This is an optimization exercise on Yosys and OpenROAD, whose aim is small area, not a production implementation. RTL that was checked went through simulation tests only; none was proved equivalent to the original. Power is estimated from default activity; no workload was simulated.

==> branch juniper: inputs <==
==> flow/design.v <==
module sk_carry #(parameter N = 32) (
    input  [N-1:0] p, g,
    input          ci,
    output [N:0]   c
);
localparam M = N + 1;                
localparam L = $clog2(M);
wire [M*(L+1)-1:0] GG, PP;
genvar l, k;
generate
    for (k = 0; k < M; k = k + 1) begin : init
        if (k == 0) begin : c0
            assign GG[k] = ci;
            assign PP[k] = 1'b0;
        end else begin : b
            assign GG[k] = g[k-1];
            assign PP[k] = p[k-1];
        end
    end
    for (l = 0; l < L; l = l + 1) begin : lv
        for (k = 0; k < M; k = k + 1) begin : n
            if (((k >> l) & 1) == 1) begin : comb
                assign GG[(l+1)*M + k] = GG[l*M + k] | (PP[l*M + k] & GG[l*M + ((k >> l) << l) - 1]);
                assign PP[(l+1)*M + k] = PP[l*M + k] & PP[l*M + ((k >> l) << l) - 1];
            end else begin : pass
                assign GG[(l+1)*M + k] = GG[l*M + k];
                assign PP[(l+1)*M + k] = PP[l*M + k];
            end
        end
    end
endgenerate
assign c = GG[L*M +: M];
endmodule
module rc_carry #(parameter N = 30) (
    input  [N-1:0] p, g,
    input          ci,
    output [N:0]   c
);
assign c[0] = ci;
genvar k;
generate
    for (k = 0; k < N; k = k + 1) begin : r
        assign c[k+1] = g[k] | (p[k] & c[k]);
    end
endgenerate
endmodule
module adder #(parameter WIDTH = 30) (
    input  [WIDTH-1:0] a,
    output [WIDTH-1:0] sum
);
wire [WIDTH:0] c;
assign c[0] = 1'b1;
genvar k;
generate
    for (k = 0; k < WIDTH; k = k + 1) begin : h
        u_ha ha (a[k], c[k], sum[k], c[k+1]);
    end
endgenerate
endmodule
module u_mux2i (input a, b, s, output y);       
assign y = ~(s ? b : a);
endmodule
module u_aoi222 (input a1, a2, b1, b2, c1, c2, output y);
assign y = ~((a1 & a2) | (b1 & b2) | (c1 & c2));
endmodule
module u_ha (input a, b, output s, c);           
assign s = a ^ b;
assign c = a & b;
endmodule
module u_xor2 (input a, b, output y);
assign y = a ^ b;
endmodule
module u_hold (input wd, q, we, wen, output d);   
assign d = (wd & we) | (q & wen);
endmodule
module u_andor #(parameter N = 3) (
    input  [N-1:0] d, s,
    output         y
);
localparam G = (N + 2) / 3;
wire [G-1:0] t;
genvar i;
generate
    for (i = 0; i < N / 3; i = i + 1) begin : g
        u_aoi222 a (d[3*i], s[3*i], d[3*i+1], s[3*i+1], d[3*i+2], s[3*i+2], t[i]);
    end
    if (N % 3 == 1) begin : r1
        assign t[G-1] = ~(d[N-1] & s[N-1]);
    end
    if (N % 3 == 2) begin : r2
        assign t[G-1] = ~((d[N-2] & s[N-2]) | (d[N-1] & s[N-1]));
    end
endgenerate
assign y = ~&t;
endmodule
module rf_wdec (
    input         wr_en,
    input  [4:0]  wr_addr,
    output [31:1] we, wen
);
genvar i;
generate
    for (i = 1; i < 32; i = i + 1) begin : d
        assign we[i]  = wr_en & (wr_addr == i);
        assign wen[i] = ~we[i];
    end
endgenerate
endmodule
module rf_rdec (
    input  [4:0]  addr,
    output [31:1] sel
);
genvar i;
generate
    for (i = 1; i < 32; i = i + 1) begin : d
        assign sel[i] = (addr == i);
    end
endgenerate
endmodule
module reg_file (
    input         clk,
    input         wr_en,
    input  [4:0]  rd_addr1, rd_addr2, wr_addr,
    input  [31:0] wr_data,
    output [31:0] rd_data1, rd_data2
);
wire [31:1] we, wen, sel1, sel2;
wire [32*31-1:0] bits;          
rf_wdec wdec (wr_en, wr_addr, we, wen);
rf_rdec rdec1 (rd_addr1, sel1);
rf_rdec rdec2 (rd_addr2, sel2);
genvar i, j;
generate
    for (i = 1; i < 32; i = i + 1) begin : r
        reg  [31:0] q;
        wire [31:0] d;
        always @(posedge clk) q <= d;
        for (j = 0; j < 32; j = j + 1) begin : b
            u_hold h (wr_data[j], q[j], we[i], wen[i], d[j]);
            assign bits[31*j + i-1] = q[j];
        end
    end
    for (j = 0; j < 32; j = j + 1) begin : p
        u_andor #(31) p1 (bits[31*j +: 31], sel1[31:1], rd_data1[j]);
        u_andor #(31) p2 (bits[31*j +: 31], sel2[31:1], rd_data2[j]);
    end
endgenerate
endmodule
module u_bsel32 (input [31:0] rs2, imm, input use_rs2, sub, output [31:0] bx);
assign bx = (use_rs2 ? rs2 : imm) ^ {32{sub}};
endmodule
module u_and32 (input [31:0] a, output y);
assign y = &a;
endmodule
module shifter (
    input  [31:0] a,
    input  [4:0]  n,
    input         left,      
    input         arith,     
    output [31:0] y          
);
wire fill = arith & a[31] & ~left;
wire fn   = ~fill;
wire [31:0] l0, l1, l2, l3, l4, l5;      
genvar i;
generate
    for (i = 0; i < 32; i = i + 1) begin : b
        u_mux2i m0 (a[i], a[31-i], left, l0[i]);
        if (i + 1 < 32)  begin : s1 u_mux2i m (l0[i], l0[i+1],  n[0], l1[i]); end
        else             begin : f1 u_mux2i m (l0[i], fn,       n[0], l1[i]); end
        if (i + 2 < 32)  begin : s2 u_mux2i m (l1[i], l1[i+2],  n[1], l2[i]); end
        else             begin : f2 u_mux2i m (l1[i], fill,     n[1], l2[i]); end
        if (i + 4 < 32)  begin : s3 u_mux2i m (l2[i], l2[i+4],  n[2], l3[i]); end
        else             begin : f3 u_mux2i m (l2[i], fn,       n[2], l3[i]); end
        if (i + 8 < 32)  begin : s4 u_mux2i m (l3[i], l3[i+8],  n[3], l4[i]); end
        else             begin : f4 u_mux2i m (l3[i], fill,     n[3], l4[i]); end
        if (i + 16 < 32) begin : s5 u_mux2i m (l4[i], l4[i+16], n[4], l5[i]); end
        else             begin : f5 u_mux2i m (l4[i], fn,       n[4], l5[i]); end
    end
endgenerate
assign y = l5;
endmodule
module alu (
    input  [31:0] a,           
    input  [31:0] rs2, imm,
    input         use_rs2,
    input         sub,
    input         left, arith,
    output [31:0] sum,         
    output [31:0] p, g,        
    output [31:0] shr,         
    output        eq, lt, ltu  
);
wire [31:0] bx;
wire [32:0] c;
u_bsel32 bs (rs2, imm, use_rs2, sub, bx);
genvar i;
generate
    for (i = 0; i < 32; i = i + 1) begin : pg
        u_ha h (a[i], bx[i], p[i], g[i]);
    end
endgenerate
sk_carry #(32) cy (p, g, sub, c);
generate
    for (i = 0; i < 32; i = i + 1) begin : sm
        u_xor2 x (p[i], c[i], sum[i]);
    end
endgenerate
u_and32 ae (p, eq);
assign ltu = ~c[32];
assign lt  = p[31] ? ~c[32] : a[31];
shifter sh (a, bx[4:0], left, arith, shr);
endmodule
module riscv_cpu (
    input         clk, reset,
    output [31:0] PC,
    input  [31:0] Instr,
    output        MemWrite,
    output [31:0] Mem_WrAddr, Mem_WrData,
    input  [31:0] ReadData,
    output [31:0] Result
);
wire b6 = Instr[6], b5 = Instr[5], b4 = Instr[4], b3 = Instr[3], b2 = Instr[2];
wire [2:0] f3 = Instr[14:12];
wire i30 = Instr[30], i31 = Instr[31];
wire is_store = ~b6 & b5 & ~b4;           
wire is_br    = b6 & ~b2;                 
wire is_jump  = b6 & b2;                  
wire is_jal   = b6 & b3;
wire is_jalr  = b6 & ~b3 & b2;
wire is_load  = ~b6 & ~b5 & ~b4;          
wire is_lui   = ~b6 & b5 & b2;            
wire is_auipc = ~b6 & ~b5 & b2;           
wire is_arith = ~b6 & b4 & ~b2;           
wire is_op    = ~b6 & b5 & b4 & ~b2;
wire reg_wr   = ~(b5 & ~b4 & ~b2);        
reg  [31:2] pcr;
wire [31:2] pc_next;
always @(posedge clk or posedge reset) begin
    if (reset) pcr <= 30'b0;
    else       pcr <= pc_next;
end
assign PC = {pcr, 2'b00};
wire [31:0] rs1, rs2;
reg_file rf (clk, reg_wr, Instr[19:15], Instr[24:20], Instr[11:7], Result, rs1, rs2);
genvar k;
wire [31:0] imm_is  = {{21{i31}}, Instr[30:25], is_store ? Instr[11:7] : Instr[24:20]};
wire        use_rs2 = b5 & ~b2 & (b4 | b6);    
wire        sub     = is_br | (is_arith & ~f3[2] & f3[1]) | (is_op & (f3 == 3'b000) & i30);
wire [31:0] sum, p, g, shr, shl;
wire        eq, lt, ltu;
alu alu (rs1, rs2, imm_is, use_rs2, sub, ~f3[2], i30, sum, p, g, shr, eq, lt, ltu);
generate
    for (k = 0; k < 32; k = k + 1) begin : rv
        assign shl[k] = shr[31-k];
    end
endgenerate
wire        imm_u = ~b6, imm_b = ~b2;
wire [31:2] imm_pc;
assign imm_pc[31]    = i31;
assign imm_pc[30:20] = imm_u ? Instr[30:20] : {11{i31}};
assign imm_pc[19:12] = imm_b ? {8{i31}} : Instr[19:12];
assign imm_pc[11]    = ~imm_u & (imm_b ? Instr[7] : Instr[20]);
assign imm_pc[10:5]  = {6{~imm_u}} & Instr[30:25];
assign imm_pc[4:2]   = {3{~imm_u}} & (imm_b ? Instr[11:9] : Instr[24:22]);
wire [31:2] pp, pg, pc_imm, pc4;
wire [30:0] pcy;
generate
    for (k = 2; k < 32; k = k + 1) begin : pa
        u_ha h (pcr[k], imm_pc[k], pp[k], pg[k]);
    end
endgenerate
sk_carry #(30) pcc (pp, pg, 1'b0, pcy);
assign pc_imm = pp ^ pcy[29:0];
adder #(30) inc (pcr, pc4);
wire taken = f3[0] ^ (f3[2] ? (f3[1] ? ltu : lt) : eq);
wire s_jalr = is_jalr;
wire s_imm  = is_jal | (is_br & taken);
wire s_4    = ~(s_jalr | s_imm);
generate
    for (k = 2; k < 32; k = k + 1) begin : np
        u_andor #(3) m ({sum[k], pc_imm[k], pc4[k]}, {s_jalr, s_imm, s_4}, pc_next[k]);
    end
endgenerate
wire s_ld  = is_load;
wire s_j   = is_jump;
wire s_auipc = is_auipc;
wire s_sum = is_arith & (f3 == 3'b000);
wire s_p   = is_arith & f3[2] & ~f3[0];           
wire s_g   = is_arith & f3[2] & f3[1];            
wire s_sr  = is_arith & (f3 == 3'b101);
wire s_sl  = is_arith & (f3 == 3'b001);
wire s_lt  = is_arith & (f3 == 3'b010);
wire s_ltu = is_arith & (f3 == 3'b011);
u_andor #(8) r0 ({ReadData[0], sum[0], p[0], g[0], shr[0], shl[0], lt, ltu},
                 {s_ld, s_sum, s_p, s_g, s_sr, s_sl, s_lt, s_ltu}, Result[0]);
u_andor #(6) r1 ({ReadData[1], sum[1], p[1], g[1], shr[1], shl[1]},
                 {s_ld, s_sum, s_p, s_g, s_sr, s_sl}, Result[1]);
generate
    for (k = 2; k < 12; k = k + 1) begin : rl
        u_andor #(8) r ({ReadData[k], sum[k], p[k], g[k], shr[k], shl[k], pc4[k], pc_imm[k]},
                        {s_ld, s_sum, s_p, s_g, s_sr, s_sl, s_j, s_auipc}, Result[k]);
    end
    for (k = 12; k < 32; k = k + 1) begin : rh
        u_andor #(9) r ({ReadData[k], sum[k], p[k], g[k], shr[k], shl[k], pc4[k], pc_imm[k], Instr[k]},
                        {s_ld, s_sum, s_p, s_g, s_sr, s_sl, s_j, s_auipc, is_lui}, Result[k]);
    end
endgenerate
assign MemWrite   = is_store;
assign Mem_WrAddr = sum;
assign Mem_WrData = rs2;
endmodule
==> flow/flow/run.sh <==
#!/bin/bash
# Own layout flow: the standard ORFS flow (standard.sh, unchanged synthesis,
# floorplan, power grid and routing) with three changes:
#  - ports are buffered with buf_1 instead of the default delay cell,
#  - clock tree synthesis inserts no dummy loads,
#  - after global routing, gates off the critical paths are downsized
#    (ORFS's power recovery), which also recovers cell area.
# Each tool's full output stays in ORFS's own logs under orfs/logs; the
# make output of the whole run is in standard_flow.log here.
set -euo pipefail
export BUFFER_PORTS_ARGS="-buffer_cell sky130_fd_sc_hd__buf_1"
export CTS_ARGS="-sink_clustering_enable -repair_clock_nets -dont_use_dummy_load"
export RECOVER_POWER=100
bash standard.sh > standard_flow.log 2>&1
==> flow/standard.sh <==
#!/bin/bash
# synth_recipe.tcl (not shown) runs the flow's synth.tcl, then flattens the netlist and writes it again
# the make line also repeats each setting of config.mk as NAME=value (left out here)
make -C /OpenROAD-flow-scripts/flow DESIGN_CONFIG=/design/flow/config.mk WORK_HOME=/design/flow/orfs CLKGATE_MAP_FILE= SYNTH_SCRIPT=/design/flow/synth_recipe.tcl "${@:-finish}"
==> flow/config.mk <==
export PLATFORM = sky130hd
export DESIGN_NAME = riscv_cpu
export DESIGN_NICKNAME = riscv_cpu
export VERILOG_FILES = /design/flow/design.v
export SDC_FILE = /design/flow/constraint.sdc
export NUM_CORES = 4
export LEC_CHECK = 0
export CAP_MARGIN = 20
export CORE_MARGIN = 2
export CORE_UTILIZATION = 40
export SETUP_SLACK_MARGIN = 0.3
export SLEW_MARGIN = 20
export SYNTH_HIERARCHICAL = 1
==> flow/constraint.sdc <==
create_clock -name core_clock -period 12.0 [get_ports {clk}]
set_input_delay 2.4000 -clock core_clock [delete_from_list [all_inputs] [get_ports {clk}]]
set_output_delay 2.4000 -clock core_clock [all_outputs]
set_load 0.01 [all_outputs]
==> inputs of branch ember, as changes to branch juniper <==
--- a/flow/design.v
+++ b/flow/design.v
@@ -1,3 +1,3 @@
-module sk_carry #(parameter N = 32) (
+module sk_carry #(parameter N = 32, parameter L = 6) (    
     input  [N-1:0] p, g,
     input          ci,
@@ -5,5 +5,4 @@
 );
 localparam M = N + 1;                
-localparam L = $clog2(M);
 wire [M*(L+1)-1:0] GG, PP;
 genvar l, k;
@@ -201,5 +200,5 @@
     end
 endgenerate
-sk_carry #(32) cy (p, g, sub, c);
+sk_carry #(32, 6) cy (p, g, sub, c);
 generate
     for (i = 0; i < 32; i = i + 1) begin : sm
@@ -271,5 +270,5 @@
     end
 endgenerate
-sk_carry #(30) pcc (pp, pg, 1'b0, pcy);
+sk_carry #(30, 5) pcc (pp, pg, 1'b0, pcy);
 assign pc_imm = pp ^ pcy[29:0];
 adder #(30) inc (pcr, pc4);
==> flow/run.sh (new file) <==
#!/bin/bash
# synth_recipe.tcl (not shown) runs the flow's synth.tcl, then flattens the netlist and writes it again
# the make line also repeats each setting of config.mk as NAME=value (left out here)
make -C /OpenROAD-flow-scripts/flow DESIGN_CONFIG=/design/flow/config.mk WORK_HOME=/design/flow/orfs CLKGATE_MAP_FILE= SYNTH_SCRIPT=/design/flow/synth_recipe.tcl finish
removed: flow/flow/run.sh
removed: flow/standard.sh
==> comparison <==
Global-route usage is about the same in branch juniper and branch ember.
In branch ember the non-clock buffer count is higher than in branch juniper, by 86.
Die area is the same in branch ember and branch juniper.
Clock skew: branch juniper is higher than branch ember (0.023 ns).
Between branch ember and branch juniper, the lower worst setup slack is in branch ember (gap 0.013 ns).
Branch juniper reached the layout checks and failed them: max-capacitance violations, max-slew violations. Branch ember ran to the end with no violations.
In maximum frequency, branch ember and branch juniper hardly differ.
Critical path depth: branch ember is higher than branch juniper (2).
Against branch ember, the count of clock-buffer cells in the layout of branch juniper is lower by 52.
Of branch juniper and branch ember, branch ember has the higher final cell count (gap 2.7%, measured against branch ember).
Via count: branch juniper is smaller than branch ember (about 1.3%).
==> figures <==
quantity                                                                                                       branch juniper  branch ember
Upper clock frequency limit                                                                                        0.0845 GHz    0.0844 GHz
Critical path startpoint                                                                                            Instr[20]     Instr[22]
Arr. time, crit path                                                                                                  9.43 ns       9.44 ns
Share of the clock period used by the worst path after layout                                                           98.6%         98.7%
Maximum fanout along the worst path                                                                                        18            15
Non-filler instance count after layout                                                                                  6,031         6,198
Number of design-rule violations left by the first detailed-router iteration                                           11,695        13,237
Total Nets Final                                                                                                        4,664         4,751
Reported combinational group power                                                                                    3.84 mW       4.19 mW
Result of the run                                                                                    finished with violations  no timing/DRC/antenna violations
Violated checks                                                               max-capacitance violations, max-slew violations             -
Met1 GRT Util                                                                                                           49.9%         50.4%
Capturing instance or port of the critical path                                                                    Result[24]     Result[0]
Reg power frac                                                                                                          43.8%         40.8%
Comb power frac                                                                                                         32.1%         32.6%
Switching portion of total power                                                                                        38.8%         37.0%
Relative contribution of the clock network to total power                                                               24.1%         26.7%
DRT Wirelength                                                                                                     250,000 um    249,000 um
Register-to-register path setup slack                                                                                 3.14 ns       4.20 ns
Total power draw                                                                                                      12.0 mW       12.9 mW
Power dissipated by switching net loads                                                                               4.65 mW       4.76 mW
Multi-input gate count                                                                                                  2,923         2,924
Only the layout flow was run in branch juniper; the RTL was not checked for function there.

==> static timing again, ports no longer ideal <==
The flow's constraints put no driver on any port. The routed layouts listed below were extracted and timed again, unchanged, in two steps. Step 1: set_driving_cell puts a clkbuf_16 on clk and a buf_2 on each other input, an assumption about the parent block. Step 2 adds t to the input delays and takes it off the output delays; t is the mean of the earliest and latest rising clock arrival at the registers after step 1. Input paths then give back, and output paths get back, about the clock's delay inside the block. Slacks: ideal ports / drivers / drivers and shift; pairs: ideal ports / drivers.
| run | t, ns | slack for setup (ns) | worst register clock-pin slew, ns |
|---|---|---|---|
| branch juniper | 0.793 | 0.169 / 0.126 / -0.191 | 0.07 / 0.07 |
| branch ember | 0.796 | 0.156 / 0.133 / 0.133 | 0.07 / 0.07 |
For branch juniper, which loses most, drivers alone change the setup slack by -0.043 ns; drivers and shift together by -0.360 ns.
